Context: an optimization exercise on an open-source flow, tuned for small area and a short achievable clock period. The choices shown serve that exercise and are no tape-out recipe.
In this exercise RTL edits were held to simulation tests only and were not proved equivalent to the original.
No activity file was given, so power comes from the tool's default toggle rates.

--- flow/config.mk ---
export PLATFORM = sky130hd
export DESIGN_NAME = mac
export DESIGN_NICKNAME = mac
export VERILOG_FILES = /design/flow/design.v
export SDC_FILE = /design/flow/constraint.sdc
export NUM_CORES = 4
export LEC_CHECK = 0
export ABC_AREA = 1
export CAP_MARGIN = 20
export CORE_MARGIN = 2
export CORE_UTILIZATION = 40
export CTS_BUF_LIST = sky130_fd_sc_hd__clkbuf_4 sky130_fd_sc_hd__clkbuf_8
export CTS_CLUSTER_SIZE = 40
export SLEW_MARGIN = 20
--- flow/constraint.sdc ---
create_clock -name core_clock -period 12.0 [get_ports {clk}]
set_input_delay 2.4000 -clock core_clock [delete_from_list [all_inputs] [get_ports {clk}]]
set_output_delay 2.4000 -clock core_clock [all_outputs]
set_load 0.01 [all_outputs]
--- flow/design.v ---
module p #(parameter DATA_WIDTH = 16, OUT_WIDTH = 32)
(
    input [DATA_WIDTH-1:0] a,
    input [DATA_WIDTH-1:0] b,
    output [OUT_WIDTH-1:0] c,
    output reg done,
    input clk,
    input rst
);
    localparam K = DATA_WIDTH;
    reg [K-1:0] areg;    
    reg [K-1:0] hi;      
    reg [K-1:0] lo;      
    reg one, two, neg;   
    reg [2:0] cnt;
    assign c = {hi, lo};
    wire one_n = rst ? b[0] : lo[1] ^ lo[2];
    wire two_n = rst ? b[1] & ~b[0] :
                 (lo[3] & ~lo[2] & ~lo[1]) | (~lo[3] & lo[2] & lo[1]);
    wire neg_n = rst ? b[1] : lo[3];
    wire [K:0] m = one ? {areg[K-1], areg} : two ? {areg, 1'b0} : {(K+1){1'b0}};
    wire [K:0] pp = m ^ {(K+1){neg}};
    wire [K+1:0] sum;
    pfx_add #(.W(K+2)) stepadd (.x({{2{hi[K-1]}}, hi}), .y({pp[K], pp}), .ci(neg), .s(sum));
    always @(posedge clk) begin
        areg <= a;
        one <= one_n;
        two <= two_n;
        neg <= neg_n;
        if (rst) begin
            hi <= 0;
            lo <= b;
            cnt <= 3'd0;
            done <= 1'b0;
        end else if (!done) begin
            hi <= sum[K+1:2];
            lo <= {sum[1:0], lo[K-1:2]};
            cnt <= cnt + 3'd1;
            done <= (cnt == 3'd7);
        end
    end
endmodule
`timescale 1ns / 1ps
module mac #(
    parameter DATA_WIDTH = 16,
              OUT_WIDTH = 32
)(
    input clk,
    input rst,
    input clr,
    input [DATA_WIDTH - 1: 0] a,
    input [DATA_WIDTH - 1: 0] b,
    output reg [OUT_WIDTH-1: 0] out
);
    wire ready;
    wire [OUT_WIDTH-1:0] pro;
    wire [OUT_WIDTH-1:0] acc;
    p #(.DATA_WIDTH(DATA_WIDTH), .OUT_WIDTH(OUT_WIDTH)) product (
        .a(a), .b(b), .c(pro), .done(ready), .clk(clk), .rst(rst)
    );
    pfx_add #(.W(OUT_WIDTH)) accadd (.x(out), .y(pro), .ci(1'b0), .s(acc));
    always @(posedge clk) begin
        if (clr)
            out <= 0;
        else if (ready && !rst)
            out <= acc;
    end
endmodule
module pfx_add #(parameter W = 32, KIND = 1) (
    input [W-1:0] x,
    input [W-1:0] y,
    input ci,
    output [W-1:0] s
);
    localparam L = (W <= 2) ? 1 : (W <= 4) ? 2 : (W <= 8) ? 3 : (W <= 16) ? 4 : (W <= 32) ? 5 : 6;
    wire [W-1:0] p0 = x ^ y;
    wire [W-1:0] g0 = {x[W-1:1] & y[W-1:1], (x[0] & y[0]) | (p0[0] & ci)};
    reg [W-1:0] g, pg;
    integer l, i, j;
    always @* begin
        g = g0;
        pg = p0;
        if (KIND == 0) begin
            for (l = 0; l < L; l = l + 1)
                for (i = 0; i < W; i = i + 1)
                    if ((i >> l) & 1) begin
                        j = ((i >> l) << l) - 1;
                        g[i] = g[i] | (pg[i] & g[j]);
                        pg[i] = pg[i] & pg[j];
                    end
        end else begin
            for (l = 0; l < L; l = l + 1)
                for (i = 0; i < W; i = i + 1)
                    if (((i + 1) % (2 << l)) == 0) begin
                        g[i] = g[i] | (pg[i] & g[i - (1 << l)]);
                        pg[i] = pg[i] & pg[i - (1 << l)];
                    end
            for (l = L - 2; l >= 0; l = l - 1)
                for (i = 0; i < W; i = i + 1)
                    if (((i + 1) % (2 << l)) == (1 << l) && i >= (2 << l)) begin
                        g[i] = g[i] | (pg[i] & g[i - (1 << l)]);
                        pg[i] = pg[i] & pg[i - (1 << l)];
                    end
        end
    end
    assign s = p0 ^ {g[W-2:0], ci};
endmodule
--- flow/flow/run.sh ---
#!/bin/bash
# Standard ORFS layout (the standard.sh), with port buffers of a plain buffer
# cell and setup repair aiming further below the clock period. Make's full output
# goes to flow_make.log; ORFS keeps each tool's log under orfs/logs.
set -euo pipefail
bash standard.sh \
  "BUFFER_PORTS_ARGS=-buffer_cell sky130_fd_sc_hd__buf_1" \
  SETUP_SLACK_MARGIN=8.6 \
  finish > flow_make.log 2>&1
--- flow/standard.sh ---
#!/bin/bash
# synth_recipe.tcl (not shown) runs the flow's synth.tcl, then flattens the netlist and writes it again
# the make line also repeats each setting of config.mk as NAME=value (left out here)
make -C /OpenROAD-flow-scripts/flow DESIGN_CONFIG=/design/flow/config.mk WORK_HOME=/design/flow/orfs CLKGATE_MAP_FILE= SYNTH_SCRIPT=/design/flow/synth_recipe.tcl "${@:-finish}"
==> impl_metrics.csv, run 1 <==
group,metric,value,unit
sta,period_share,0.278,
routing,drt_iter0_markers,154,
min_path,hold_class,"reg2reg",
worst_setup_path,reg2reg_from,"product.one$_DFF_P_",
cells_and_area,regArea,1920,µm²
worst_setup_path,endpoint,"out[27]",
sta,fmax,299,MHz
synth,synth-compound-area-share,0.152,
worst_setup_path,cp_slowest_cell,"dfxtp_1",
cells_and_area,drive_gt1_frac,0.0904,
sta,worst_pin_slew,0.696,ns
worst_setup_path,slowest_delay,0.41,ns
routing,routed_via_density,4.78,
synth,synthXorXnorAreaFrac,0.0655,
synth,synth.avg_cell_area,8.66,µm²
pwr,power,0.857,mW
sta,maxSlewHeadroom,0.536,
worst_setup_path,startpoint_type,"register",
clocking,cts_buffers,9,
routing,dr_total_vias,3945,
worst_setup_path,r2r_cells,16,
pwr,p_leak,2.66,nW
floorplan,placementRows,41,
placement,dp_hpwl,7.98,mm
worst_setup_path,reg2reg_slack,8.76,ns
global_route,antenna_found_initial,0,
run,cap_violations,0,
routing,wl_per_cell,12.9,µm
worst_setup_path,cp_max_fo,3,
floorplan,start_util,0.406,
worst_setup_path,cp_data_required_time,9.60,ns
routing,routed_wl,10.6,mm
synth,synthSimpleGateAreaFrac,0.123,
synth,synthMuxAreaShare,0,
synth,syn_inst,587,
synth,yosysWarningCount,4,
clocking,cts.sinks,87,
sta,finalSetupViolCount,0,
worst_setup_path,crit_family,"flip-flops",
cells_and_area,n_antenna_cell,0,
worst_setup_path,cp_num_buf_inv,1,
synth,synth_top_family_by_area,"adder cells",
clocking,cts_tree,"done",
worst_setup_path,path_class,"reg2out",
sta,slew_viol_final,0,
worst_setup_path,r2r-end,"product.hi[13]$_SDFFE_PP0N_",
worst_setup_path,cp_num_cells,1,
placement,port_buffers,66,
pwr,cellPowerDensity,149,nW/µm²
global_route,grt.overflow.total,0,
synth,ys_ff_latch,87,
clocking,cts_root_buf,"clkbuf_8",
global_route,grt_max_degree,55,
routing,ant_nets,0,
placement,globalplace.congestion,0.807,
floorplan,fp.coreArea,12500,µm²
cells_and_area,fillCellCount,1245,
sta,finalHoldViolCount,0,
cells_and_area,layout.nets,753,
floorplan,die_x,117,µm
clocking,h-tree-depth,3,
sta,skew,0.0174,ns
worst_setup_path,crit_path_start,"out[27]$_SDFFE_PP0P_",
sta,rsz0062_at_grt,"yes",
routing,firstDrtPassIters,4,
clocking,clk_pin_slew,0.08,ns
worst_setup_path,path_cells,"buf_1",
routing,drc,0,
global_route,grt_pass1_vias,3957,
worst_setup_path,worstPathArrival,0.94,ns
status,status,"complete, no violations",
pwr,ir_drop,0.0811,mV
global_route,grt_pass1_wl,18.1,mm
floorplan,io_pins,67,
synth,syn_area,5080,µm²
cells_and_area,multi_input_area,2830,µm²
min_path,holdPathStages,2,
synth,synth_nets,692,
global_route,grtUsageTotal,0.169,
synth,synthAdderAreaFrac,0.209,
clocking,worst_skew_pair.late_latency,0.36,ns
synth,yosysSeqAreaShare,0.374,
sta,tns,0,ns
clocking,cts_buffer_depth,2,
sta,fin_crit,3.34,ns
floorplan,die_h,117,µm
floorplan,dieArea,13600,µm²
worst_setup_path,end_kind,"output pin",
cells_and_area,area_growth_syn_to_layout,13.2,%
synth,synth.distinct_cells,33,
-- where the power goes --
group	switching [mW]	internal, mW	total [mW]	leakage, nW
clock network	0.101	0.108	0.209	0.106
logic	0.154	0.119	0.273	1.79
registers	0.0394	0.336	0.375	0.763
total	0.294	0.562	0.857	2.66
-- worst min-delay path by stage --
stage / end / startpoint / slack [ns]
CTS: out[31]$_SDFFE_PP0P_ / out[31]$_SDFFE_PP0P_ / 0.48
global route: out[31]$_SDFFE_PP0P_ / out[31]$_SDFFE_PP0P_ / 0.51
finish: out[31]$_SDFFE_PP0P_ / out[31]$_SDFFE_PP0P_ / 0.48
global placement: out[31]$_SDFFE_PP0P_ / out[31]$_SDFFE_PP0P_ / 0.46
detailed placement: out[31]$_SDFFE_PP0P_ / out[31]$_SDFFE_PP0P_ / 0.47
floorplan: product.cnt[1]$_SDFFE_PP0N_ / product.cnt[1]$_SDFFE_PP0N_ / 0.46
-- cell usage after synthesis --
cell type / n / area [µm²]
inv_1: 75 / 282
nand2_1: 72 / 270
dfxtp_1: 71 / 1420
o21ai_0: 60 / 300
a21oi_1: 52 / 260
nor2_1: 49 / 184
ha_1: 45 / 563
xor2_1: 29 / 254
fa_1: 25 / 500
edfxtp_1: 16 / 480
o22ai_1: 13 / 81.3
clkbuf_1: 12 / 45.0
nand3_1: 10 / 50.1
nand2_2: 9 / 56.3
xnor2_1: 9 / 78.8
buf_2: 6 / 30.0
a21o_1: 4 / 30.0
a31oi_1: 4 / 25.0
inv_2: 4 / 15.0
nand4_1: 3 / 18.8
nor2_2: 3 / 18.8
buf_1: 2 / 7.51
o211ai_1: 2 / 15.0
o21ai_1: 2 / 10.0
o21bai_1: 2 / 15.0
a211oi_1: 1 / 7.51
a21oi_2: 1 / 8.76
a31o_2: 1 / 8.76
buf_4: 1 / 7.51
nand2_4: 1 / 11.3
nor2_4: 1 / 11.3
o21bai_2: 1 / 11.3
or2_1: 1 / 6.26
-- layout by cell type (no fill, tap or decap), drive strengths merged --
master / instances
a211oi: 1
a21o: 4
a21oi: 53
a31o: 1
a31oi: 4
buf: 70
bufinv: 1
clkbuf: 14
clkinv: 1
clkinvlp: 4
dfxtp: 71
edfxtp: 16
fa: 25
ha: 45
inv: 76
nand2: 82
nand3: 10
nand4: 3
nor2: 53
o211ai: 2
o21ai: 62
o21bai: 3
o22ai: 13
or2: 1
xnor2: 9
xor2: 29
-- what timing repair did --
| action | in CTS | in global routing |
|---|---|---|
| gates resized for setup | 7 | 16 |
| setup endpoints to repair | 12 | 32 |
| gates cloned | 1 | 0 |
| pin swaps | 0 | 1 |
| hold buffers | 0 | 0 |
| setup buffers | 2 | 0 |
-- tightest hold or removal path: cells and delay by family, from the launching register on --
family / cells / cell delay (ns)
AO/OA/AOI/OAI: 1 / 0.05
buffers and inverters: 1 / 0.06
flip-flops: 1 / 0.32
-- area by class of cell --
cell class                 instances  area share
clock buffer                      14      0.0280
clock inverter                     2     0.00609
inverter                          79      0.0543
multi-input combinational        400       0.491
sequential                        87       0.333
tap                              172      0.0374
timing repair buffer              70      0.0496
timing repair inverter             1    0.000869
-- stage by stage --
stage	hold slack, ns	util	setup WS (ns)	std cells	instance area, µm²
2_1_floorplan	0.459	-	8.64	587	5090
3_3_place_gp	0.456	0.437	8.21	806	5480
3_5_place_dp	0.468	0.437	8.16	806	5480
4_1_cts	0.479	0.456	8.57	825	5710
5_1_grt	0.508	0.460	8.53	825	5760
6_report	0.476	0.460	8.66	825	5760
-- metal layers --
metal  up-vias  routed length, µm  track usage  part of all wire
met5         -                  0            0                 0
met4         0                141       0.0494             0.013
met3        12                506       0.0389             0.048
met2        69               5130        0.292              0.48
met1      1822               4870        0.212              0.46
li1       2042                  -            -                 -
-- flip-flops by register name, indices dropped and copies added (netlist names) --
register and cells:
out 32, product.areg 16, product.hi 16, product.lo 16, product.cnt 3, product.done 1, product.neg 1, product.one 1
product.two 1
-- kinds of logic after synthesis --
logic type	count (synthesis)
xor gates and xnor gates	38
buffers and inverters	100
and+or+nand+nor	149
AOI/OAI and AO/OA	143
DFF	87
adders and majority gates	70
==> run 2: changes to the inputs <==
--- a/flow/flow/run.sh
+++ b/flow/flow/run.sh
@@ -6,4 +6,4 @@
 bash standard.sh \
   "BUFFER_PORTS_ARGS=-buffer_cell sky130_fd_sc_hd__buf_1" \
-  SETUP_SLACK_MARGIN=8.6 \
+  SETUP_SLACK_MARGIN=8.7 "CTS_ARGS=-sink_clustering_enable -repair_clock_nets -dont_use_dummy_load -sink_clustering_size 40 -buf_list {sky130_fd_sc_hd__clkbuf_4 sky130_fd_sc_hd__clkbuf_8}" SKIP_GATE_CLONING=1 \
   finish > flow_make.log 2>&1
--- a/flow/config.mk
+++ b/flow/config.mk
@@ -10,5 +10,3 @@
 export CORE_MARGIN = 2
 export CORE_UTILIZATION = 40
-export CTS_BUF_LIST = sky130_fd_sc_hd__clkbuf_4 sky130_fd_sc_hd__clkbuf_8
-export CTS_CLUSTER_SIZE = 40
 export SLEW_MARGIN = 20
==> run 2 against run 1 <==
  * Wire length rose by 1.1%
  * Sequential share of layout area increased by 0.058 points
  * Critical path depth did not move
  * Setup slack better by 0.074 ns
  * Register-to-register slack improved by 0.07 ns
  * Largest power group unchanged
  * Highest routed layer unchanged
==> impl_metrics.csv, run 2 <==
group,metric,value,unit
cells_and_area,final_util,0.470,
cells_and_area,post-route-cell-area,5880,µm²
sta,rsz0062_at_grt,"yes",
routing,ant_nets,0,
clocking,h-tree-depth,3,
pwr,pwr-share-clk,0.200,
worst_setup_path,reg2reg_slack,8.83,ns
worst_setup_path,path_class,"reg2out",
global_route,grtUsageTotal,0.168,
worst_setup_path,end_kind,"output pin",
worst_setup_path,cp_data_required_time,9.60,ns
sta,fmax,306,MHz
pwr,p_leak,2.85,nW
pwr,power,0.811,mW
routing,wl_per_cell,12.9,µm
synth,synth_top_family_by_area,"adder cells",
status,status,"complete, no violations",
cells_and_area,layout.nets,768,
routing,routed_wl,10.8,mm
synth,synthXorXnorAreaFrac,0.0655,
sta,tns,0,ns
clocking,clk_pin_slew,0.07,ns
sta,maxSlewHeadroom,0.545,
global_route,grt_busiest_layer,"met2",
synth,synthMuxAreaShare,0,
placement,globalplace.congestion,0.825,
floorplan,die_x,117,µm
worst_setup_path,slowest_delay,0.37,ns
placement,port_buffers,66,
cells_and_area,area_growth_syn_to_layout,15.7,%
synth,synthTopCellsByArea,"dfxtp_1 28%, ha_1 11%, fa_1 9.8%",
synth,synth_commonest_cells,"75 x inv_1, 72 x nand2_1, 71 x dfxtp_1",
cells_and_area,regArea,1960,µm²
synth,synthAdderAreaFrac,0.209,
clocking,cts_tree,"done",
global_route,use_met1,0.214,
clocking,cts_buffer_depth,2,
sta,worst_pin_slew,0.681,ns
placement,dpl_cell_area,5480,µm²
routing,drt_iter0_markers,205,
pwr,p_sw,0.288,mW
synth,syn_area,5080,µm²
worst_setup_path,cp_slowest_cell,"dfxtp_2",
synth,synth.distinct_cells,33,
synth,synth.avg_cell_area,8.66,µm²
synth,synth_top_area_frac,0.280,
synth,synth-compound-area-share,0.152,
synth,syn_inst,587,
synth,synth.most_common_cell,"inv_1",
clocking,cts.sinks,87,
synth,synth_top_flop_cell,"dfxtp_1",
cells_and_area,largest_reg_flops,32,
pwr,ir_drop,0.0893,mV
sta,period_share,0.272,
floorplan,io_pins,67,
routing,firstDrtPassIters,4,
synth,synthSimpleGateAreaFrac,0.123,
synth,yosys.area.top_type,"dfxtp_1",
global_route,grt_pass1_vias,3784,
floorplan,start_util,0.406,
global_route,grt.overflow.total,0,
worst_setup_path,r2r_cells,16,
synth,yosysWarningCount,4,
pwr,combinationalPowerShare,0.338,
synth,ys_ff_latch,87,
worst_setup_path,cp_max_fo,3,
cells_and_area,drive_gt1_frac,0.182,
global_route,grt_pass1_wl,17.7,mm
synth,yosysSeqAreaShare,0.374,
sta,skew,0.0196,ns
clocking,ctsHoldBuffers,0,
worst_setup_path,startpoint_type,"register",
worst_setup_path,cp_num_buf_inv,1,
pwr,cellPowerDensity,138,nW/µm²
global_route,grtUsageMet3,0.0358,
min_path,hold_class,"reg2reg",
synth,synth_edf_count,16,
cells_and_area,layout_commonest_cell,"inv_1",
routing,drc,0,
sta,fin_crit,3.27,ns
worst_setup_path,worstPathArrival,0.87,ns
clocking,worst_skew_pair.late_latency,0.37,ns
floorplan,dieArea,13600,µm²
clocking,cts_root_buf,"clkbuf_8",
sta,fin_ws,8.73,ns
pwr,p_sw_frac,0.355,
floorplan,fp.coreArea,12500,µm²
sta,finalSetupViolCount,0,
cells_and_area,multi_input_area,2820,µm²
cells_and_area,n_antenna_cell,0,
synth,async_reset_ff_frac,0,
placement,pre_cts_ws,8.16,ns
floorplan,die_h,117,µm
cells_and_area,largest_register,"out",
floorplan,placementRows,41,
cells_and_area,fillCellCount,1261,
placement,dp_hpwl,7.79,mm
worst_setup_path,path_cells,"buf_2",
synth,synth_nets,692,
worst_setup_path,crit_family,"flip-flops",
min_path,holdPathStages,2,
routing,routed_via_density,4.75,
run,cap_violations,0,
sta,slew_viol_final,0,
worst_setup_path,cp_num_cells,1,
cells_and_area,layout_common_cells,"72 x inv_1, 71 x nand2_1, 58 x o21ai_0",
global_route,antenna_found_initial,0,
global_route,grt_max_degree,55,
sta,finalHoldViolCount,0,
routing,dr_total_vias,3953,
pwr,internal_power,0.523,mW
clocking,cts_buffers,9,
pwr,power_frac_seq,0.462,
global_route,grt.met2_usage,0.279,
==> run 2: cell counts after synthesis <==
Identical to the previous run, type by type.
==> run 2: stage by stage <==
step / std cells / hold slack (ns)
final: 833 / 0.479
after floorplan: 587 / 0.459
after detailed placement: 806 / 0.468
after CTS: 821 / 0.478
after global routing: 833 / 0.517
after global placement: 806 / 0.461
==> run 2: worst register-to-register path, cell delays in order, from the launching register on <==
cell	delay, ns
dfxtp_4	0.40
clkinvlp_4	0.15
buf_4	0.17
o22ai_1	0.25
xor2_2	0.26
ha_1	0.18
inv_1	0.04
o211ai_1	0.26
nand4_1	0.19
nand3_2	0.14
nand2_1	0.06
nand2_1	0.11
a21oi_1	0.10
fa_1	0.40
xnor2_1	0.15
o21ai_0	0.14
inv_1	0.05
==> run 2: final cells by class <==
cell class,instances,area share
Multi-Input combinational cell,400,0.479
Sequential cell,87,0.333
Timing Repair Buffer,86,0.0764
Inverter,79,0.0532
Tap cell,172,0.0366
Clock buffer,9,0.0211
==> run 2: cells by family after synthesis <==
| logic type | Yosys count |
|---|---|
| AO/OA/AOI/OAI | 143 |
| XOR/XNOR | 38 |
| adder cells (fa/ha/maj) | 70 |
| buffers and inverters | 100 |
| flip-flops | 87 |
| AND/OR/NAND/NOR | 149 |
==> run 2: layer usage <==
metal,wire length (µm),vias to the layer above
li1,-,2062
met1,5020,1812
met2,5080,64
met3,467,15
met4,195,0
met5,0,-
==> run 2: final timing paths <==
check | from | to
hold / removal | out[31]$_SDFFE_PP0P_ | out[31]$_SDFFE_PP0P_
setup / recovery | out[27]$_SDFFE_PP0P_ | out[27]
setup reg to reg | product.one$_DFF_P_ | product.hi[13]$_SDFFE_PP0N_
hold reg to reg | out[31]$_SDFFE_PP0P_ | out[31]$_SDFFE_PP0P_
==> run 2: power by group through the flow <==
stage / combinational, mW / sequential (mW) / clock (mW)
6_report: 0.274 / 0.375 / 0.162
5_1_grt: 0.324 / 0.381 / 0.179
4_1_cts: 0.271 / 0.375 / 0.167
3_5_place_dp: 0.265 / 0.382 / 0
3_3_place_gp: 0.256 / 0.381 / 0
2_1_floorplan: 0.218 / 0.366 / 0
==> run 2: timing repair <==
action / CTS / global route
endpoints found under the hold margin: 0 / 0
resized for setup: 56 / 27
endpoints found under the setup margin: 82 / 64
setup buffers: 6 / 12
pin swaps: 0 / 1
==> run 3: changes to the inputs <==
==> flow/flow/run.sh (replaced) <==
#!/bin/bash
# Standard ORFS layout (the standard.sh), with port buffers of a plain buffer
# cell and setup repair aiming further below the clock period. Make's full output
# goes to flow_make.log; ORFS keeps each tool's log under orfs/logs.
set -euo pipefail
bash standard.sh \
  "BUFFER_PORTS_ARGS=-buffer_cell sky130_fd_sc_hd__buf_1" \
  SETUP_SLACK_MARGIN=8.6 "CTS_ARGS=-sink_clustering_enable -repair_clock_nets -dont_use_dummy_load -sink_clustering_size 40 -buf_list {sky130_fd_sc_hd__clkbuf_4 sky130_fd_sc_hd__clkbuf_8}" \
  finish > flow_make.log 2>&1
--- a/flow/config.mk
+++ b/flow/config.mk
@@ -10,3 +10,4 @@
 export CORE_MARGIN = 2
 export CORE_UTILIZATION = 40
+export PLACE_DENSITY = 0.7
 export SLEW_MARGIN = 20
==> run 3 against run 2 <==
  * Die area unchanged
  * First-iteration DRC count increased by 11%
  * Clock skew increased by 0.0062 ns
  * Count of clock-buffer cells in the layout unchanged
  * Sequential cell count unchanged
  * Fmax decreased by 2.4%
  * Critical path type unchanged
  * Largest cell class unchanged
  * Highest routed layer unchanged
==> impl_metrics.csv, run 3 <==
group,metric,value,unit
status,status,"complete, no violations",
synth,synth.most_common_cell,"inv_1",
cells_and_area,largest_register,"out",
routing,firstDrtPassIters,5,
placement,globalplace.congestion,0.807,
worst_setup_path,cp_max_fo,4,
pwr,ir_drop,0.0916,mV
synth,synth_commonest_cells,"75 x inv_1, 72 x nand2_1, 71 x dfxtp_1",
pwr,cellPowerDensity,144,nW/µm²
placement,dp_hpwl,8.09,mm
cells_and_area,final_util,0.456,
placement,dp_cells,806,
cells_and_area,regArea,1920,µm²
run,cap_violations,0,
cells_and_area,layout_commonest_cell,"inv_1",
synth,synth_nets,692,
synth,syn_inst,587,
worst_setup_path,path_class,"reg2out",
floorplan,die_h,117,µm
cells_and_area,multi_input_area,2820,µm²
clocking,h-tree-depth,3,
synth,synth_top_flop_cell,"dfxtp_1",
routing,ant_nets,0,
synth,synth.avg_cell_area,8.66,µm²
sta,maxSlewHeadroom,0.521,
sta,fin_crit,3.35,ns
clocking,cts_buffers,9,
worst_setup_path,slowest_delay,0.40,ns
cells_and_area,layout.nets,756,
sta,holdWs,0.468,ns
synth,yosysWarningCount,4,
synth,async_reset_ff_frac,0,
synth,yosys.area.top_type,"dfxtp_1",
routing,dr_total_vias,4003,
floorplan,start_util,0.406,
clocking,worst_skew_pair.late_latency,0.37,ns
worst_setup_path,worstPathArrival,0.95,ns
worst_setup_path,r2r_cells,16,
routing,routed_wl,11.1,mm
synth,ys_ff_latch,87,
sta,finalHoldViolCount,0,
synth,syn_area,5080,µm²
floorplan,dieArea,13600,µm²
cells_and_area,largest_reg_flops,32,
synth,synth.distinct_cells,33,
floorplan,io_pins,67,
sta,worst_pin_slew,0.717,ns
synth,synth_top_area_frac,0.280,
cells_and_area,final_cells,821,
routing,wl_per_cell,13.6,µm
worst_setup_path,crit_family,"flip-flops",
pwr,power,0.819,mW
synth,yosysSeqAreaShare,0.374,
routing,routed_via_density,4.88,
cells_and_area,drive_gt1_frac,0.0832,
sta,slew_viol_final,0,
cells_and_area,n_antenna_cell,0,
clocking,cts.sinks,87,
placement,dpl_cell_area,5480,µm²
worst_setup_path,end_kind,"output pin",
worst_setup_path,cp_slowest_cell,"dfxtp_2",
worst_setup_path,cp_num_buf_inv,1,
clocking,cts_tree,"done",
sta,period_share,0.279,
global_route,grtUsageTotal,0.172,
cells_and_area,post-route-cell-area,5700,µm²
floorplan,fp.coreArea,12500,µm²
global_route,grt_max_degree,55,
clocking,ctsHoldBuffers,0,
sta,tns,0,ns
worst_setup_path,cp_data_required_time,9.60,ns
clocking,clk_pin_slew,0.08,ns
global_route,antenna_found_initial,0,
routing,drt_iter0_markers,228,
worst_setup_path,path_cells,"buf_1",
placement,port_buffers,66,
cells_and_area,fillCellCount,1239,
sta,skew,0.0258,ns
global_route,grt_pass1_wl,18.2,mm
sta,fmax,299,MHz
routing,drc,0,
clocking,cts_buffer_depth,2,
global_route,grt_pass1_vias,4029,
sta,finalSetupViolCount,0,
worst_setup_path,cp_num_cells,1,
clocking,cts_root_buf,"clkbuf_8",
sta,rsz0062_at_grt,"yes",
floorplan,die_x,117,µm
worst_setup_path,startpoint_type,"register",
floorplan,placementRows,41,
synth,synth_edf_count,16,
placement,pre_cts_ws,8.16,ns
cells_and_area,layout_common_cells,"72 x inv_1, 71 x nand2_1, 66 x buf_1",
synth,synthTopCellsByArea,"dfxtp_1 28%, ha_1 11%, fa_1 9.8%",
global_route,grt.overflow.total,0,
min_path,hold_class,"reg2reg",
cells_and_area,area_growth_syn_to_layout,12.2,%
pwr,p_leak,2.63,nW
min_path,holdPathStages,2,
sta,fin_ws,8.65,ns
-- run 3: tightest hold or removal path, stage by stage (launching register included) --
cell	delay, ns
dfxtp_1	0.31
inv_1	0.06
a21oi_1	0.05
-- run 3: power by group --
| group | internal (mW) | leakage (nW) | total [mW] | switching (mW) |
|---|---|---|---|---|
| Clock | 0.0672 | 0.0647 | 0.162 | 0.0951 |
| Sequential | 0.336 | 0.763 | 0.375 | 0.0394 |
| Combinational | 0.122 | 1.81 | 0.281 | 0.159 |
| Total | 0.525 | 2.63 | 0.819 | 0.293 |
-- run 3: final cells by class --
| type | instances | share of cell area |
|---|---|---|
| flip-flops and latches | 87 | 0.336 |
| well taps | 172 | 0.0377 |
| clock buffers | 9 | 0.0217 |
| inverters | 79 | 0.0548 |
| multi-input cells | 400 | 0.495 |
| repair inverters | 1 | 0.00132 |
| repair buffers | 73 | 0.0540 |
-- run 3: path summary, 6_finish.rpt --
kind | to | start | slack (ns)
max | out[24] | out[24]$_SDFFE_PP0P_ | 8.65
min reg2reg | out[31]$_SDFFE_PP0P_ | out[31]$_SDFFE_PP0P_ | 0.47
min | out[31]$_SDFFE_PP0P_ | out[31]$_SDFFE_PP0P_ | 0.47
max reg2reg | product.hi[11]$_SDFFE_PP0N_ | product.one$_DFF_P_ | 8.78
-- run 3: kinds of logic (layout without fill, tap and decap cells) --
family / after synthesis / count (layout) / synth area share
AND/OR/NAND/NOR: 149 / 149 / 0.123
AO/OA/AOI/OAI: 143 / 143 / 0.152
buffers and inverters: 100 / 162 / 0.0760
flip-flops: 87 / 87 / 0.374
adder cells (fa/ha/maj): 70 / 70 / 0.209
XOR/XNOR: 38 / 38 / 0.0655
-- run 3: timing repair --
action	CTS	global route
setup endpoints to repair	11	38
cloned	0	1
pin swaps	0	3
resized for setup	7	17
setup buffers	4	1
-- run 3: routing by layer --
metal  share of wire  vias up  track usage
met5               0        -            0
met4           0.020        0       0.0573
li1                -     2044            -
met3           0.054       15       0.0457
met2            0.47       91        0.300
met1            0.45     1853        0.206
==> run 4: changes to the inputs <==
--- a/flow/config.mk
+++ b/flow/config.mk
@@ -10,4 +10,3 @@
 export CORE_MARGIN = 2
 export CORE_UTILIZATION = 40
-export PLACE_DENSITY = 0.7
 export SLEW_MARGIN = 20
==> run 4 against run 3 <==
  * Combinational power fell by 3%
  * Final cell count fell by 0.37%
  * Largest power group unchanged
  * Critical endpoint is now out[22]
  * Sequential power barely moved
  * Highest routed layer unchanged
  * Non-clock buffer count fell by 3
  * Worst hold slack improved by 0.0080 ns
  * Synthesized cell count did not move
  * First-iteration DRC count fell by 22%
  * Via count fell by 1.5%
  * Area after synthesis did not move
  * Clock skew fell by 0.0049 ns
==> impl_metrics.csv, run 4 <==
group,metric,value,unit
synth,syn_inst,587,
worst_setup_path,path_class,"reg2out",
synth,synth.avg_cell_area,8.66,µm²
global_route,grt_pass1_wl,18.0,mm
clocking,cts.sinks,87,
routing,routed_wl,10.6,mm
floorplan,fp.coreArea,12500,µm²
min_path,hold_class,"reg2reg",
floorplan,placementRows,41,
sta,fin_crit,3.34,ns
synth,yosysSeqAreaShare,0.374,
clocking,h-tree-depth,3,
placement,globalplace.congestion,0.807,
placement,dpl_cell_area,5480,µm²
pwr,ir_drop,0.0778,mV
cells_and_area,final_util,0.454,
pwr,p_sw,0.286,mW
clocking,cts_buffer_depth,2,
routing,drt_iter0_markers,178,
floorplan,dieArea,13600,µm²
clocking,cts_buffers,9,
sta,maxSlewHeadroom,0.548,
floorplan,start_util,0.406,
global_route,grt_max_degree,55,
synth,yosysWarningCount,4,
status,status,"complete, no violations",
worst_setup_path,startpoint_type,"register",
cells_and_area,multi_input_area,2830,µm²
synth,synth_top_area_frac,0.280,
sta,tns,0,ns
routing,firstDrtPassIters,4,
routing,dr_total_vias,3941,
run,cap_violations,0,
sta,fin_ws,8.66,ns
cells_and_area,fillCellCount,1249,
routing,routed_via_density,4.82,
worst_setup_path,path_cells,"buf_1",
worst_setup_path,slowest_delay,0.42,ns
pwr,power_frac_seq,0.465,
sta,finalSetupViolCount,0,
routing,ant_nets,0,
placement,port_buffers,66,
worst_setup_path,end_kind,"output pin",
min_path,min_from,"out[31]$_SDFFE_PP0P_",
routing,wl_per_cell,13.0,µm
worst_setup_path,cp_slowest_cell,"dfxtp_1",
worst_setup_path,reg2reg_from,"product.one$_DFF_P_",
pwr,cellPowerDensity,142,nW/µm²
sta,slew_viol_final,0,
synth,synth_commonest_cells,"75 x inv_1, 72 x nand2_1, 71 x dfxtp_1",
placement,dp_hpwl,7.98,mm
synth,ys_ff_latch,87,
clocking,cts_tree,"done",
floorplan,die_h,117,µm
routing,drc,0,
pwr,power,0.807,mW
floorplan,die_x,117,µm
worst_setup_path,crit_path_start,"out[22]$_SDFFE_PP0P_",
sta,fmax,299,MHz
global_route,grtUsageTotal,0.169,
synth,yosys.area.top_type,"dfxtp_1",
synth,synth_top_flop_cell,"dfxtp_1",
synth,synth_nets,692,
sta,period_share,0.279,
sta,holdWs,0.476,ns
synth,syn_area,5080,µm²
sta,worst_pin_slew,0.678,ns
worst_setup_path,cp_max_fo,4,
synth,synth_edf_count,16,
worst_setup_path,cp_num_buf_inv,1,
sta,finalHoldViolCount,0,
synth,synth.most_common_cell,"inv_1",
cells_and_area,post-route-cell-area,5690,µm²
cells_and_area,largest_register,"out",
worst_setup_path,crit_family,"flip-flops",
cells_and_area,area_growth_syn_to_layout,11.8,%
pwr,combinationalPowerShare,0.337,
cells_and_area,layout_common_cells,"72 x inv_1, 71 x nand2_1, 65 x buf_1",
cells_and_area,drive_gt1_frac,0.0789,
pwr,p_leak,2.62,nW
clocking,worst_skew_pair.late_latency,0.36,ns
synth,synthTopCellsByArea,"dfxtp_1 28%, ha_1 11%, fa_1 9.8%",
pwr,internal_power,0.522,mW
global_route,antenna_found_initial,0,
cells_and_area,layout_commonest_cell,"inv_1",
clocking,cts_root_buf,"clkbuf_8",
global_route,grt.overflow.total,0,
cells_and_area,final_cells,818,
cells_and_area,largest_reg_flops,32,
sta,skew,0.0209,ns
worst_setup_path,worstPathArrival,0.94,ns
clocking,clk_pin_slew,0.07,ns
placement,dp_cells,806,
worst_setup_path,cp_data_required_time,9.60,ns
placement,pre_cts_ws,8.16,ns
synth,async_reset_ff_frac,0,
floorplan,io_pins,67,
cells_and_area,n_antenna_cell,0,
cells_and_area,regArea,1910,µm²
global_route,grt_pass1_vias,3926,
pwr,pwr-share-clk,0.198,
synth,synth.distinct_cells,33,
pwr,p_sw_frac,0.354,
sta,rsz0062_at_grt,"yes",
cells_and_area,layout.nets,753,
==> run 4: cell counts after synthesis <==
No cell type changed its count.
==> run 4: cell type report <==
class                      instances  area share
tap                              172      0.0379
inverter                          79      0.0550
multi-input combinational        400       0.497
timing repair inverter             1     0.00132
timing repair buffer              70      0.0504
sequential                        87       0.336
clock buffer                       9      0.0218
==> run 4: path summary, 6_finish.rpt <==
path	slack, ns	cells past startpoint	end
worst max register to register	8.76	16	product.hi[13]$_SDFFE_PP0N_
worst min-delay path	0.48	2	out[31]$_SDFFE_PP0P_
worst min register to register	0.48	2	out[31]$_SDFFE_PP0P_
worst max-delay path	8.66	1	out[22]
==> run 4: cell families (layout without fill, tap and decap cells) <==
logic type / Yosys count / count (layout) / share of synthesized area
simple gates: 149 / 149 / 0.123
compound gates: 143 / 143 / 0.152
buf+inv: 100 / 159 / 0.0760
flops: 87 / 87 / 0.374
fa+ha+maj: 70 / 70 / 0.209
xor+xnor: 38 / 38 / 0.0655
==> run 4: metal layers <==
metal	vias up	track usage	part of all wire
li1	2036	-	-
met1	1812	0.212	0.46
met2	82	0.291	0.48
met3	11	0.0405	0.047
met4	0	0.0494	0.013
met5	-	0	0
==> run 4: timing repair <==
action | 4_1_cts | 5_1_grt
gates resized for setup | 8 | 15
hold buffers | 0 | 0
pin swaps | 0 | 1
gates cloned | 1 | 0
setup buffers | 2 | 0
setup endpoints to repair | 12 | 26
==> run 4: power by group through the flow <==
stage	combinational (mW)	sequential, mW	clock, mW
finish	0.272	0.375	0.160
floorplan	0.218	0.366	0
detailed placement	0.270	0.381	0
global route	0.317	0.381	0.179
CTS	0.273	0.375	0.166
global placement	0.256	0.381	0
==> run 4: tightest hold or removal path: stages, from the launching register on <==
cell     delay, ns
dfxtp_1       0.31
inv_1         0.06
a21oi_1       0.05
==> run 5: changes to the inputs <==
--- a/flow/design.v
+++ b/flow/design.v
@@ -3,5 +3,6 @@
     input [DATA_WIDTH-1:0] a,
     input [DATA_WIDTH-1:0] b,
-    output [OUT_WIDTH-1:0] c,
+    input [OUT_WIDTH-1:0] acc,
+    output [OUT_WIDTH-1:0] sum,
     output reg done,
     input clk,
@@ -14,13 +15,17 @@
     reg one, two, neg;   
     reg [2:0] cnt;
-    assign c = {hi, lo};
-    wire one_n = rst ? b[0] : lo[1] ^ lo[2];
+    wire [OUT_WIDTH-1:0] c = {hi, lo};
+    wire last = done | (cnt == 3'd7);
+    wire one_n = rst ? b[0] : ~last & (lo[1] ^ lo[2]);
     wire two_n = rst ? b[1] & ~b[0] :
-                 (lo[3] & ~lo[2] & ~lo[1]) | (~lo[3] & lo[2] & lo[1]);
-    wire neg_n = rst ? b[1] : lo[3];
-    wire [K:0] m = one ? {areg[K-1], areg} : two ? {areg, 1'b0} : {(K+1){1'b0}};
-    wire [K:0] pp = m ^ {(K+1){neg}};
-    wire [K+1:0] sum;
-    pfx_add #(.W(K+2)) stepadd (.x({{2{hi[K-1]}}, hi}), .y({pp[K], pp}), .ci(neg), .s(sum));
+                 ~last & ((lo[3] & ~lo[2] & ~lo[1]) | (~lo[3] & lo[2] & lo[1]));
+    wire neg_n = rst ? b[1] : ~last & lo[3];
+    wire [K+1:0] m = one ? {areg[K-1], areg[K-1], areg} :
+                     two ? {areg[K-1], areg, 1'b0} : {(K+2){1'b0}};
+    wire [K+1:0] ylo = (m | (c[K+1:0] & {(K+2){done}})) ^ {(K+2){neg}};
+    wire [K+1:0] xlo = done ? acc[K+1:0] : {{2{hi[K-1]}}, hi};
+    wire [OUT_WIDTH-1:0] x = {acc[OUT_WIDTH-1:K+2], xlo};
+    wire [OUT_WIDTH-1:0] y = {c[OUT_WIDTH-1:K+2], ylo};
+    pfx_add #(.W(OUT_WIDTH)) adder (.x(x), .y(y), .ci(neg), .s(sum));
     always @(posedge clk) begin
         areg <= a;
@@ -54,15 +59,13 @@
 );
     wire ready;
-    wire [OUT_WIDTH-1:0] pro;
-    wire [OUT_WIDTH-1:0] acc;
+    wire [OUT_WIDTH-1:0] sum;
     p #(.DATA_WIDTH(DATA_WIDTH), .OUT_WIDTH(OUT_WIDTH)) product (
-        .a(a), .b(b), .c(pro), .done(ready), .clk(clk), .rst(rst)
+        .a(a), .b(b), .acc(out), .sum(sum), .done(ready), .clk(clk), .rst(rst)
     );
-    pfx_add #(.W(OUT_WIDTH)) accadd (.x(out), .y(pro), .ci(1'b0), .s(acc));
     always @(posedge clk) begin
         if (clr)
             out <= 0;
         else if (ready && !rst)
-            out <= acc;
+            out <= sum;
     end
 endmodule
--- a/flow/flow/run.sh
+++ b/flow/flow/run.sh
@@ -6,4 +6,4 @@
 bash standard.sh \
   "BUFFER_PORTS_ARGS=-buffer_cell sky130_fd_sc_hd__buf_1" \
-  SETUP_SLACK_MARGIN=8.6 "CTS_ARGS=-sink_clustering_enable -repair_clock_nets -dont_use_dummy_load -sink_clustering_size 40 -buf_list {sky130_fd_sc_hd__clkbuf_4 sky130_fd_sc_hd__clkbuf_8}" \
+  SETUP_SLACK_MARGIN=8.4 "CTS_ARGS=-sink_clustering_enable -repair_clock_nets -dont_use_dummy_load -sink_clustering_size 40 -buf_list {sky130_fd_sc_hd__clkbuf_4 sky130_fd_sc_hd__clkbuf_8}" \
   finish > flow_make.log 2>&1
==> run 5 against run 4 <==
  * Combinational power is 28% higher
  * Sequential power is 3% lower
  * Count of clock-buffer cells in the layout stayed put
  * Sequential share of layout area is 1.8 points higher
  * Clock skew is 0.0054 ns higher
  * Final cell count is 7.0% lower
  * Critical path depth is 5 higher
  * Register-to-register slack worse by 0.06 ns
  * Utilization is 1.4 points higher
  * First-iteration DRC count is 13% higher
  * Non-clock buffer count is 7 higher
==> impl_metrics.csv, run 5 <==
group,metric,value,unit
status,status,"complete, no violations",
cells_and_area,n_antenna_cell,0,
sta,maxSlewHeadroom,0.410,
worst_setup_path,worstPathArrival,3.68,ns
routing,ant_nets,0,
global_route,grt.overflow.total,0,
pwr,ir_drop,0.0971,mV
synth,syn_area,4750,µm²
sta,slew_viol_final,0,
global_route,grtUsageTotal,0.177,
routing,drt_iter0_markers,202,
cells_and_area,largest_register,"out",
clocking,cts_tree,"done",
sta,worst_pin_slew,0.884,ns
floorplan,die_h,113,µm
synth,synth.distinct_cells,34,
clocking,worst_skew_pair.late_latency,0.36,ns
placement,port_buffers,66,
cells_and_area,layout_commonest_cell,"nand2_1",
routing,dr_total_vias,3893,
floorplan,die_x,113,µm
routing,firstDrtPassIters,15,
sta,rsz0062_at_grt,"yes",
run,cap_violations,0,
worst_setup_path,cp_data_required_time,12.28,ns
cells_and_area,layout_common_cells,"96 x nand2_1, 67 x dfxtp_1, 66 x buf_1",
sta,finalSetupViolCount,0,
clocking,cts_root_buf,"clkbuf_8",
cells_and_area,drive_gt1_frac,0.0955,
worst_setup_path,startpoint_type,"input port",
global_route,antenna_found_initial,0,
placement,globalplace.congestion,0.833,
global_route,grt_pass1_vias,3778,
synth,synthTopCellsByArea,"dfxtp_1 30%, edfxtp_1 10%, ha_1 7.9%",
cells_and_area,largest_reg_flops,32,
worst_setup_path,end_kind,"register",
global_route,grt_max_degree,58,
synth,ys_ff_latch,87,
worst_setup_path,cp_max_fo,57,
sta,period_share,0.284,
clocking,cts_buffers,9,
synth,syn_inst,556,
clocking,h-tree-depth,3,
synth,synth_top_area_frac,0.299,
routing,wl_per_cell,14.3,µm
pwr,p_leak,2.41,nW
placement,dp_cells,744,
cells_and_area,area_growth_syn_to_layout,13.5,%
synth,synth_commonest_cells,"97 x nand2_1, 71 x dfxtp_1, 64 x inv_1",
clocking,clk_pin_slew,0.07,ns
cells_and_area,final_cells,761,
sta,skew,0.0263,ns
placement,dp_hpwl,8.07,mm
synth,yosysWarningCount,3,
clocking,ctsHoldBuffers,0,
floorplan,fp.coreArea,11500,µm²
global_route,grt_pass1_wl,18.0,mm
synth,synth_top_flop_cell,"dfxtp_1",
routing,routed_wl,10.9,mm
synth,async_reset_ff_frac,0,
floorplan,dieArea,12800,µm²
pwr,cellPowerDensity,161,nW/µm²
worst_setup_path,path_class,"in2reg",
routing,routed_via_density,5.12,
sta,fin_crit,3.40,ns
sta,finalHoldViolCount,0,
sta,tns,0,ns
synth,synth_edf_count,16,
min_path,hold_class,"reg2reg",
synth,synth.most_common_cell,"nand2_1",
synth,synth.avg_cell_area,8.54,µm²
routing,drc,0,
synth,synth_nets,637,
floorplan,start_util,0.412,
synth,yosys.area.top_type,"dfxtp_1",
clocking,cts_buffer_depth,2,
sta,fmax,294,MHz
floorplan,io_pins,67,
synth,yosysSeqAreaShare,0.401,
cells_and_area,layout.nets,701,
clocking,cts.sinks,87,
floorplan,placementRows,39,
-- run 5: changes by cell type in the layout (fill, tap and decap cells not counted), moves of 4 or more --
cell,change
nand2_1,+25
nor2_1,-20
a21oi_1,-15
ha_1,-15
fa_1,-9
inv_1,-9
o22ai_1,+9
xor2_1,-8
buf_4,+6
o221ai_2,+6
a31oi_1,-4
dfxtp_2,-4
-- run 5: area by class of cell --
type | count | area, µm²
well taps | 143 | 179
repair buffers | 77 | 358
fillers | 1150 | 6130
inverters | 68 | 269
multi-input cells | 377 | 2540
clock buffers | 9 | 124
flip-flops and latches | 87 | 1910
-- run 5: kinds of logic after synthesis --
family | count (synthesis) | synth area share
flops | 87 | 0.401
compound gates | 142 | 0.174
buf+inv | 92 | 0.0778
xor+xnor | 34 | 0.0627
simple gates | 155 | 0.138
fa+ha+maj | 46 | 0.147
-- run 5: worst paths after layout --
check                                        startpoint              endpoint  slack (ns)  cells past startpoint
worst max-delay path                                rst  out[11]$_SDFFE_PP0P_        8.60                      6
worst min-delay path               out[31]$_SDFFE_PP0P_  out[31]$_SDFFE_PP0P_        0.48                      2
worst max register to register  product.done$_SDFF_PP0_  out[31]$_SDFFE_PP0P_        8.70                     23
worst min register to register     out[31]$_SDFFE_PP0P_  out[31]$_SDFFE_PP0P_        0.48                      2
-- run 5: worst max-delay path, stage by stage --
cell and delay [ns]:
buf_1 0.07, buf_4 0.23, nor2_4 0.17, buf_4 0.45
o21ai_0 0.15, a21oi_1 0.18
-- run 5: through the flow --
stage          power (mW)  setup WS (ns)  hold WS [ns]  area [µm²]   util
6_report            0.868           8.60         0.484        5390  0.468
5_1_grt             0.948           8.38         0.517        5390  0.468
4_1_cts             0.871           8.45         0.487        5230  0.454
3_3_place_gp        0.700           8.03         0.461        5080  0.441
2_1_floorplan       0.625           8.82         0.446        4750      -
3_5_place_dp        0.711           8.01         0.477        5080  0.441
-- run 5: where the power goes --
group / internal, mW / total (mW) / switching, mW
clock: 0.0671 / 0.157 / 0.0894
combinational: 0.141 / 0.348 / 0.207
sequential: 0.335 / 0.364 / 0.0296
total: 0.542 / 0.868 / 0.326
-- run 5: repair_timing --
action,CTS,global route
setup buffers,1,6
pin swaps,0,3
gates cloned,0,1
endpoints found under the setup margin,8,7
gates resized for setup,7,22
-- run 5: metal layers --
layer	vias to the layer above	wire, µm	track usage
met5	-	0	0
met4	0	59	0.0350
met1	1805	5140	0.237
met2	105	5100	0.292
met3	5	614	0.0466
li1	1978	-	-
==> run 6: changes to the inputs <==
--- a/flow/flow/run.sh
+++ b/flow/flow/run.sh
@@ -6,4 +6,4 @@
 bash standard.sh \
   "BUFFER_PORTS_ARGS=-buffer_cell sky130_fd_sc_hd__buf_1" \
-  SETUP_SLACK_MARGIN=8.4 "CTS_ARGS=-sink_clustering_enable -repair_clock_nets -dont_use_dummy_load -sink_clustering_size 40 -buf_list {sky130_fd_sc_hd__clkbuf_4 sky130_fd_sc_hd__clkbuf_8}" \
+  SETUP_SLACK_MARGIN=8.7 "CTS_ARGS=-sink_clustering_enable -repair_clock_nets -dont_use_dummy_load -sink_clustering_size 40 -buf_list {sky130_fd_sc_hd__clkbuf_4 sky130_fd_sc_hd__clkbuf_8}" \
   finish > flow_make.log 2>&1
==> run 6 against run 5 <==
  * Utilization up 3.4 points
  * Wire length is 3.5% higher
  * Highest routed layer unchanged
  * Register-to-register slack gained 0.06 ns
  * Largest power group is now combinational cells
  * Critical path type unchanged
==> impl_metrics.csv, run 6 <==
group,metric,value,unit
routing,drt_iter0_markers,232,
sta,fin_crit,3.30,ns
synth,synth_edf_count,16,
cells_and_area,largest_register,"out",
global_route,grtUsageTotal,0.177,
sta,worst_pin_slew,0.493,ns
sta,rsz0062_at_grt,"yes",
pwr,power_frac_seq,0.403,
pwr,p_sw_frac,0.375,
sta,fmax,303,MHz
cells_and_area,area_growth_syn_to_layout,21.8,%
global_route,antenna_found_initial,0,
floorplan,io_pins,67,
pwr,internal_power,0.567,mW
synth,synth_top_area_frac,0.299,
worst_setup_path,cp_data_required_time,12.27,ns
sta,skew,0.0266,ns
worst_setup_path,startpoint_type,"input port",
pwr,cellPowerDensity,157,nW/µm²
sta,period_share,0.275,
floorplan,die_x,113,µm
placement,port_buffers,66,
cells_and_area,layout.nets,720,
min_path,hold_class,"reg2reg",
global_route,grt_pass1_wl,18.0,mm
cells_and_area,n_antenna_cell,0,
global_route,grt_pass1_vias,3783,
placement,dp_hpwl,8.07,mm
sta,slew_viol_final,0,
run,cap_violations,0,
cells_and_area,final_util,0.502,
pwr,ir_drop,0.0977,mV
clocking,cts_buffer_depth,2,
pwr,p_leak,2.66,nW
synth,synth_top_flop_cell,"dfxtp_1",
worst_setup_path,path_class,"in2reg",
floorplan,dieArea,12800,µm²
synth,synth_nets,637,
synth,yosysWarningCount,3,
worst_setup_path,worstPathArrival,3.57,ns
synth,synth.avg_cell_area,8.54,µm²
routing,routed_wl,11.3,mm
placement,globalplace.congestion,0.833,
global_route,grt_max_degree,58,
sta,finalSetupViolCount,0,
clocking,cts_tree,"done",
sta,holdWs,0.484,ns
synth,synth_commonest_cells,"97 x nand2_1, 71 x dfxtp_1, 64 x inv_1",
routing,dr_total_vias,3982,
cells_and_area,layout_common_cells,"92 x nand2_1, 62 x inv_1, 58 x o21ai_0",
clocking,ctsHoldBuffers,0,
routing,drc,0,
synth,synth.distinct_cells,34,
pwr,p_sw,0.340,mW
synth,async_reset_ff_frac,0,
routing,wl_per_cell,14.5,µm
global_route,grt.overflow.total,0,
routing,ant_nets,0,
sta,maxSlewHeadroom,0.671,
cells_and_area,drive_gt1_frac,0.254,
floorplan,die_h,113,µm
synth,syn_inst,556,
clocking,h-tree-depth,3,
synth,syn_area,4750,µm²
synth,synth.most_common_cell,"nand2_1",
status,status,"complete, no violations",
floorplan,placementRows,39,
clocking,worst_skew_pair.late_latency,0.36,ns
clocking,cts_root_buf,"clkbuf_8",
synth,yosys.area.top_type,"dfxtp_1",
pwr,combinationalPowerShare,0.425,
synth,synthTopCellsByArea,"dfxtp_1 30%, edfxtp_1 10%, ha_1 7.9%",
routing,routed_via_density,5.11,
sta,tns,0,ns
synth,yosysSeqAreaShare,0.401,
synth,ys_ff_latch,87,
pwr,pwr-share-clk,0.172,
worst_setup_path,reg2reg_slack,8.76,ns
routing,firstDrtPassIters,15,
clocking,clk_pin_slew,0.06,ns
clocking,cts.sinks,87,
cells_and_area,largest_reg_flops,32,
worst_setup_path,cp_max_fo,57,
worst_setup_path,end_kind,"register",
clocking,cts_buffers,9,
sta,finalHoldViolCount,0,
floorplan,fp.coreArea,11500,µm²
floorplan,start_util,0.412,
cells_and_area,layout_commonest_cell,"nand2_1",
[run 6: cell types whose count changed in the layout (fill, tap and decap cells not counted), moves of 13 or more]
cell	previous run	this run
buf_1	66	35
buf_2	0	13
buf_4	8	25
clkbuf_2	1	19
dfxtp_1	67	41
dfxtp_2	2	26
[run 6: cells by family after synthesis]
family          count (synthesis)  share of synthesized area
buf+inv                        92                     0.0778
compound gates                142                      0.174
simple gates                  155                      0.138
flops                          87                      0.401
fa+ha+maj                      46                      0.147
xor+xnor                       34                     0.0627
[run 6: area by class of cell]
type | instances | area (µm²)
sequential | 87 | 1950
fill | 1111 | 5730
inverter | 68 | 285
multi-input combinational | 377 | 2690
timing repair buffer | 96 | 553
clock buffer | 9 | 124
tap | 143 | 179
[run 6: layer usage]
layer,vias up,wire length [µm],GRT usage
li1,2008,-,-
met1,1846,5250,0.239
met2,118,5290,0.290
met3,10,600,0.0466
met4,0,161,0.0358
met5,-,0,0
[run 6: worst max-delay path, stage by stage]
cell and delay [ns]:
buf_1 0.07, buf_4 0.23, nor2_4 0.21, clkbuf_8 0.36
o21ai_0 0.13, a21oi_1 0.13
[run 6: through the flow]
| stage | cell area [µm²] | setup slack [ns] | cells | power (mW) |
|---|---|---|---|---|
| after floorplan | 4750 | 8.82 | 556 | 0.625 |
| after global placement | 5080 | 8.03 | 744 | 0.700 |
| after detailed placement | 5080 | 8.01 | 744 | 0.711 |
| after CTS | 5300 | 8.56 | 756 | 0.872 |
| after global routing | 5780 | 8.54 | 780 | 0.985 |
| final | 5780 | 8.70 | 780 | 0.906 |
[run 6: path summary, 6_finish.rpt]
check | endpoint | start | depth (start not counted)
hold / removal | out[31]$_SDFFE_PP0P_ | out[31]$_SDFFE_PP0P_ | 2
setup / recovery | out[4]$_SDFFE_PP0P_ | rst | 6
hold reg to reg | out[31]$_SDFFE_PP0P_ | out[31]$_SDFFE_PP0P_ | 2
setup reg to reg | out[31]$_SDFFE_PP0P_ | product.one$_DFF_P_ | 24
[run 6: power by group through the flow]
stage,clock network (mW),registers (mW),logic [mW]
6_report,0.156,0.366,0.385
5_1_grt,0.174,0.370,0.441
4_1_cts,0.162,0.363,0.347
3_5_place_dp,0,0.369,0.342
3_3_place_gp,0,0.368,0.332
2_1_floorplan,0,0.358,0.267
[run 6: repair_timing]
action | in CTS | in global routing
setup buffers | 3 | 23
gates resized for setup | 37 | 91
pin swaps | 0 | 26
setup endpoints to repair | 83 | 74
gates cloned | 0 | 1
==> run 7: changes to the inputs <==
--- a/flow/flow/run.sh
+++ b/flow/flow/run.sh
@@ -6,4 +6,4 @@
 bash standard.sh \
   "BUFFER_PORTS_ARGS=-buffer_cell sky130_fd_sc_hd__buf_1" \
-  SETUP_SLACK_MARGIN=8.7 "CTS_ARGS=-sink_clustering_enable -repair_clock_nets -dont_use_dummy_load -sink_clustering_size 40 -buf_list {sky130_fd_sc_hd__clkbuf_4 sky130_fd_sc_hd__clkbuf_8}" \
+  SETUP_SLACK_MARGIN=8.6 "CTS_ARGS=-sink_clustering_enable -repair_clock_nets -dont_use_dummy_load -sink_clustering_size 40 -buf_list {sky130_fd_sc_hd__clkbuf_4 sky130_fd_sc_hd__clkbuf_8}" \
   finish > flow_make.log 2>&1
--- a/flow/config.mk
+++ b/flow/config.mk
@@ -9,4 +9,4 @@
 export CAP_MARGIN = 20
 export CORE_MARGIN = 2
-export CORE_UTILIZATION = 40
+export CORE_UTILIZATION = 35
 export SLEW_MARGIN = 20
==> run 7 against run 6 <==
  * Via count rose by 2.6%
  * Clock power hardly changed
  * Worst hold slack got worse by 0.0016 ns
  * Global-route usage fell by 1.4 points
  * Utilization shrank 5.4 points
  * Critical path type is now reg2out
  * Highest routed layer unchanged
==> impl_metrics.csv, run 7 <==
group,metric,value,unit
status,status,"complete, no violations",
floorplan,die_h,120,µm
cells_and_area,post-route-cell-area,5930,µm²
worst_setup_path,cp_max_fo,3,
worst_setup_path,worstPathArrival,0.93,ns
worst_setup_path,end_kind,"output pin",
routing,drt_iter0_markers,188,
worst_setup_path,path_class,"reg2out",
cells_and_area,layout_common_cells,"91 x nand2_1, 66 x buf_1, 66 x dfxtp_1",
synth,synth_edf_count,16,
synth,synthSimpleGateAreaFrac,0.138,
synth,synth.most_common_cell,"nand2_1",
synth,yosys.area.top_type,"dfxtp_1",
pwr,power,0.934,mW
synth,yosysWarningCount,3,
worst_setup_path,reg2reg_from,"product.one$_DFF_P_",
clocking,ctsHoldBuffers,0,
pwr,p_leak,2.63,nW
clocking,cts_tree,"done",
sta,period_share,0.278,
synth,syn_area,4750,µm²
sta,skew,0.0240,ns
worst_setup_path,slowest_delay,0.41,ns
synth,synth_top_flop_cell,"dfxtp_1",
synth,syn_inst,556,
cells_and_area,area_growth_syn_to_layout,24.9,%
routing,ant_nets,0,
sta,fin_crit,3.33,ns
synth,ys_ff_latch,87,
worst_setup_path,crit_family,"flip-flops",
synth,synth.distinct_cells,34,
global_route,grt_max_degree,44,
worst_setup_path,cp_slowest_cell,"dfxtp_1",
cells_and_area,largest_reg_flops,32,
sta,tns,0,ns
clocking,clk_pin_slew,0.08,ns
worst_setup_path,cp_data_required_time,9.60,ns
synth,synthAdderAreaFrac,0.147,
cells_and_area,largest_register,"out",
sta,holdWs,0.482,ns
run,cap_violations,0,
cells_and_area,multi_input_area,2730,µm²
floorplan,die_x,120,µm
placement,globalplace.congestion,0.825,
floorplan,fp.coreArea,13200,µm²
synth,synth-compound-area-share,0.174,
synth,synth_nets,637,
synth,synthXorXnorAreaFrac,0.0627,
clocking,cts_root_buf,"clkbuf_8",
placement,dp_hpwl,8.17,mm
floorplan,io_pins,67,
routing,wl_per_cell,15.0,µm
sta,slew_viol_final,0,
cells_and_area,layout.nets,727,
synth,synthTopCellsByArea,"dfxtp_1 30%, edfxtp_1 10%, ha_1 7.9%",
global_route,use_met1,0.225,
clocking,cts_buffer_depth,2,
global_route,grtUsageMet3,0.0340,
clocking,cts.sinks,87,
synth,synthMuxAreaShare,0,
cells_and_area,layout_commonest_cell,"nand2_1",
min_path,hold_class,"reg2reg",
synth,synth_commonest_cells,"97 x nand2_1, 71 x dfxtp_1, 64 x inv_1",
routing,routed_via_density,4.98,
worst_setup_path,path_cells,"buf_1",
global_route,grtUsageTotal,0.164,
synth,synth_top_area_frac,0.299,
routing,routed_wl,12.3,mm
floorplan,start_util,0.358,
cells_and_area,n_antenna_cell,0,
synth,async_reset_ff_frac,0,
floorplan,placementRows,42,
pwr,ir_drop,0.104,mV
sta,fin_ws,8.67,ns
sta,worst_pin_slew,0.827,ns
global_route,grt_pass1_vias,3898,
routing,drc,0,
worst_setup_path,startpoint_type,"register",
sta,rsz0062_at_grt,"yes",
clocking,h-tree-depth,3,
sta,maxSlewHeadroom,0.448,
synth,yosysSeqAreaShare,0.401,
cells_and_area,regArea,1920,µm²
global_route,grt.overflow.total,0,
cells_and_area,drive_gt1_frac,0.169,
synth,synth.avg_cell_area,8.54,µm²
pwr,cellPowerDensity,158,nW/µm²
min_path,min_from,"out[31]$_SDFFE_PP0P_",
placement,pre_cts_ws,7.51,ns
sta,fmax,300,MHz
global_route,grt_pass1_wl,18.9,mm
sta,finalHoldViolCount,0,
routing,dr_total_vias,4085,
worst_setup_path,crit_path_start,"out[11]$_SDFFE_PP0P_",
placement,dpl_cell_area,5120,µm²
synth,synth_top_family_by_area,"compound AO/OA/AOI/OAI gates",
routing,firstDrtPassIters,5,
global_route,grt_busiest_layer,"met2",
floorplan,dieArea,14500,µm²
clocking,cts_buffers,9,
global_route,antenna_found_initial,0,
global_route,grt.met2_usage,0.262,
placement,port_buffers,66,
worst_setup_path,cp_num_buf_inv,1,
clocking,worst_skew_pair.late_latency,0.36,ns
sta,finalSetupViolCount,0,
cells_and_area,fillCellCount,1315,
-- run 7: cell counts after synthesis --
No cell type changed its count.
-- run 7: worst paths after layout --
| path | to | slack, ns | cells after the start |
|---|---|---|---|
| min | out[31]$_SDFFE_PP0P_ | 0.48 | 2 |
| max reg2reg | out[31]$_SDFFE_PP0P_ | 8.76 | 23 |
| min reg2reg | out[31]$_SDFFE_PP0P_ | 0.48 | 2 |
| max | out[11] | 8.67 | 1 |
-- run 7: power by group --
part           internal, mW  switching, mW  leakage (nW)
registers             0.335         0.0319         0.762
logic                 0.179          0.230          1.80
clock network        0.0672         0.0906        0.0647
-- run 7: final cells by class --
class,instances,area share
Clock buffer,9,0.0209
Inverter,68,0.0492
Multi-Input combinational cell,378,0.461
Sequential cell,87,0.323
Tap cell,176,0.0371
Timing Repair Buffer,101,0.107
Timing Repair inverter,1,0.00148
-- run 7: logic make-up (layout without fill, tap and decap cells) --
| family | count (synthesis) | after routing |
|---|---|---|
| fa+ha+maj | 46 | 46 |
| buf+inv | 92 | 179 |
| compound gates | 142 | 142 |
| flops | 87 | 87 |
| xor+xnor | 34 | 34 |
| simple gates | 155 | 156 |
-- run 7: per-layer routing --
metal,share of wire,vias to the layer above
li1,-,2016
met1,0.46,1911
met2,0.47,144
met3,0.061,14
met4,0.012,0
met5,0,-
-- run 7: repair_timing --
action / 4_1_cts / 5_1_grt
gates cloned: 1 / 4
hold endpoints to repair: 0 / 0
endpoints found under the setup margin: 51 / 20
pin swaps: 0 / 20
resized for setup: 18 / 60
setup buffers: 7 / 22
-- run 7: through the flow --
stage                      util  instances
final                     0.448        820
after global routing      0.448        820
after CTS                 0.409        794
after detailed placement  0.387        777
after global placement    0.387        777
after floorplan               -        556
==> run 8: changes to the inputs <==
--- a/flow/config.mk
+++ b/flow/config.mk
@@ -6,7 +6,6 @@
 export NUM_CORES = 4
 export LEC_CHECK = 0
-export ABC_AREA = 1
 export CAP_MARGIN = 20
 export CORE_MARGIN = 2
-export CORE_UTILIZATION = 35
+export CORE_UTILIZATION = 40
 export SLEW_MARGIN = 20
==> run 8 against run 7 <==
  * Sequential power up 3%
  * Via count down 5.6%
  * Clock skew down 0.0064 ns
  * Worst hold slack worse by 0.0046 ns
  * Register-to-register slack worse by 0.24 ns
  * Count of clock-buffer cells in the layout unchanged
  * Critical path type is now reg2reg
  * Critical endpoint is now out[19]$_SDFFE_PP0P_
==> impl_metrics.csv, run 8 <==
group,metric,value,unit
worst_setup_path,cp_data_required_time,12.26,ns
worst_setup_path,r2r-end,"out[19]$_SDFFE_PP0P_",
routing,dr_total_vias,3855,
synth,synth_commonest_cells,"71 x dfxtp_1, 70 x nand2_1, 51 x a21oi_1",
worst_setup_path,end_kind,"register",
floorplan,fp.coreArea,11500,µm²
synth,ys_ff_latch,87,
cells_and_area,n_antenna_cell,0,
synth,synth_top_flop_cell,"dfxtp_1",
routing,top_layer,"met4",
pwr,cellPowerDensity,172,nW/µm²
cells_and_area,fillCellCount,1089,
placement,dpl_cell_area,5150,µm²
clocking,cts_buffers,9,
pwr,power,1.02,mW
worst_setup_path,r2r_cells,16,
global_route,grt_pass1_vias,3817,
worst_setup_path,cp_num_buf_inv,4,
routing,dr_wl_met3,550,µm
cells_and_area,post-route-cell-area,5920,µm²
floorplan,die_x,113,µm
synth,yosysSeqAreaShare,0.398,
worst_setup_path,slowest_delay,0.40,ns
floorplan,start_util,0.415,
clocking,cts_buffer_depth,2,
worst_setup_path,cp_max_fo,6,
sta,fin_crit,3.48,ns
clocking,h-tree-depth,3,
global_route,grt_pass1_wl,18.9,mm
global_route,grt.overflow.total,0,
worst_setup_path,startpoint_type,"register",
synth,yosys.area.top_type,"dfxtp_1",
worst_setup_path,reg2reg_from,"product.done$_SDFF_PP0_",
sta,finalHoldViolCount,0,
routing,wl_per_cell,16.5,µm
placement,dp_hpwl,7.75,mm
placement,port_buffers,66,
sta,skew,0.0176,ns
worst_setup_path,worstPathArrival,3.74,ns
synth,synth.avg_cell_area,9.63,µm²
synth,syn_inst,496,
cells_and_area,area_growth_syn_to_layout,24.0,%
sta,finalSetupViolCount,0,
pwr,p_leak,2.33,nW
worst_setup_path,endpoint,"out[19]$_SDFFE_PP0P_",
clocking,cts_tree,"done",
floorplan,die_h,113,µm
worst_setup_path,crit_path_start,"product.done$_SDFF_PP0_",
cells_and_area,layout_commonest_cell,"nand2_1",
global_route,grt_max_degree,41,
synth,syn_area,4780,µm²
routing,routed_via_density,5.32,
sta,slew_viol_final,0,
cells_and_area,layout_common_cells,"68 x nand2_1, 66 x dfxtp_1, 65 x buf_1",
sta,period_share,0.290,
sta,worst_pin_slew,0.657,ns
status,status,"complete, no violations",
clocking,cts_root_buf,"clkbuf_8",
synth,synth_edf_count,16,
clocking,cts.sinks,87,
routing,drt-met1-wl,5.50,mm
floorplan,dieArea,12800,µm²
routing,drc,0,
sta,rsz0062_at_grt,"yes",
sta,tns,0,ns
sta,holdWs,0.478,ns
routing,wl_met2,5.69,mm
synth,yosysWarningCount,3,
run,cap_violations,0,
clocking,worst_skew_pair.late_latency,0.35,ns
synth,synth.most_common_cell,"dfxtp_1",
run 8: cell types whose count changed after synthesis, moves of 11 or more:
cell / before / now
o22ai_1: 21 / 1
nand2_1: 97 / 70
inv_1: 64 / 14
nor2_1: 29 / 46
mux2_2: 0 / 27
a21oi_1: 40 / 51
xnor2_1: 11 / 27
mux2i_1: 0 / 11
nand3_1: 12 / 1
o21ai_0: 59 / 13
xor2_1: 23 / 9
a211oi_1: 1 / 16
run 8: worst min-delay path by stage:
| stage | slack, ns | endpoint | start | cells after the start |
|---|---|---|---|---|
| floorplan | 0.46 | product.hi[1]$_SDFFE_PP0N_ | product.hi[1]$_SDFFE_PP0N_ | 2 |
| global placement | 0.46 | out[3]$_SDFFE_PP0P_ | out[3]$_SDFFE_PP0P_ | 2 |
| detailed placement | 0.47 | out[3]$_SDFFE_PP0P_ | out[3]$_SDFFE_PP0P_ | 2 |
| CTS | 0.48 | out[3]$_SDFFE_PP0P_ | out[3]$_SDFFE_PP0P_ | 2 |
| global route | 0.51 | out[10]$_SDFFE_PP0P_ | out[10]$_SDFFE_PP0P_ | 2 |
| finish | 0.48 | out[14]$_SDFFE_PP0P_ | out[14]$_SDFFE_PP0P_ | 2 |
run 8: final cells by class:
type,instances,area (µm²),share of cell area
Multi-Input combinational cell,369,3020,0.509
Sequential cell,87,1920,0.323
Timing Repair Buffer,100,626,0.106
Tap cell,143,179,0.0302
Clock buffer,9,124,0.0209
Inverter,16,62.6,0.0106
run 8: logic make-up (layout without fill, tap and decap cells):
group | count (synthesis) | count (layout) | share of synthesized area
AND/OR/NAND/NOR | 129 | 131 | 0.108
XOR/XNOR | 36 | 36 | 0.0660
multiplexers | 38 | 38 | 0.0867
flip-flops | 87 | 87 | 0.398
adder cells (fa/ha/maj) | 46 | 46 | 0.146
buffers and inverters | 42 | 125 | 0.0338
AO/OA/AOI/OAI | 118 | 118 | 0.162
run 8: layer usage:
layer | vias up | track usage
met5 | - | 0
met4 | 0 | 0.0626
met3 | 17 | 0.0423
met2 | 115 | 0.307
met1 | 1822 | 0.244
li1 | 1901 | -
run 8: worst register-to-register path: stages, from the launching register on:
cell and delay, ns:
dfxtp_4 0.38, buf_16 0.14, a22oi_2 0.11, o21ai_1 0.09, xor2_1 0.17, fa_2 0.41
a211oi_2 0.26, o21ai_2 0.10, o221a_4 0.29, a31oi_4 0.21, buf_4 0.15, buf_6 0.10
inv_2 0.04, a31o_1 0.23, fa_2 0.36, xnor2_1 0.13, a211oi_1 0.22
run 8: repair_timing:
item,in CTS,in global routing
resized for setup,22,49
pin swaps,11,13
setup buffers,15,13
gates cloned,5,0
setup endpoints to repair,56,50
run 8: through the flow:
stage,util,setup WS [ns],instances
floorplan,-,8.54,496
global placement,0.447,7.13,682
detailed placement,0.447,7.10,682
CTS,0.488,8.45,711
global route,0.514,8.33,724
finish,0.514,8.52,724
run 8: report_power, final:
part	leakage, nW	switching (mW)	internal (mW)
logic	1.51	0.240	0.242
clock network	0.0647	0.0903	0.0672
registers	0.757	0.0412	0.338
total	2.33	0.371	0.647

Re-timed with assumed drivers on the ports (clkbuf_16 on the clock, buf_2 on other inputs), run 8 has 8.525 ns of setup slack against 8.525 ns with ideal ports, and 8.276 ns once port delays also move by the mid clock arrival of 0.378 ns.
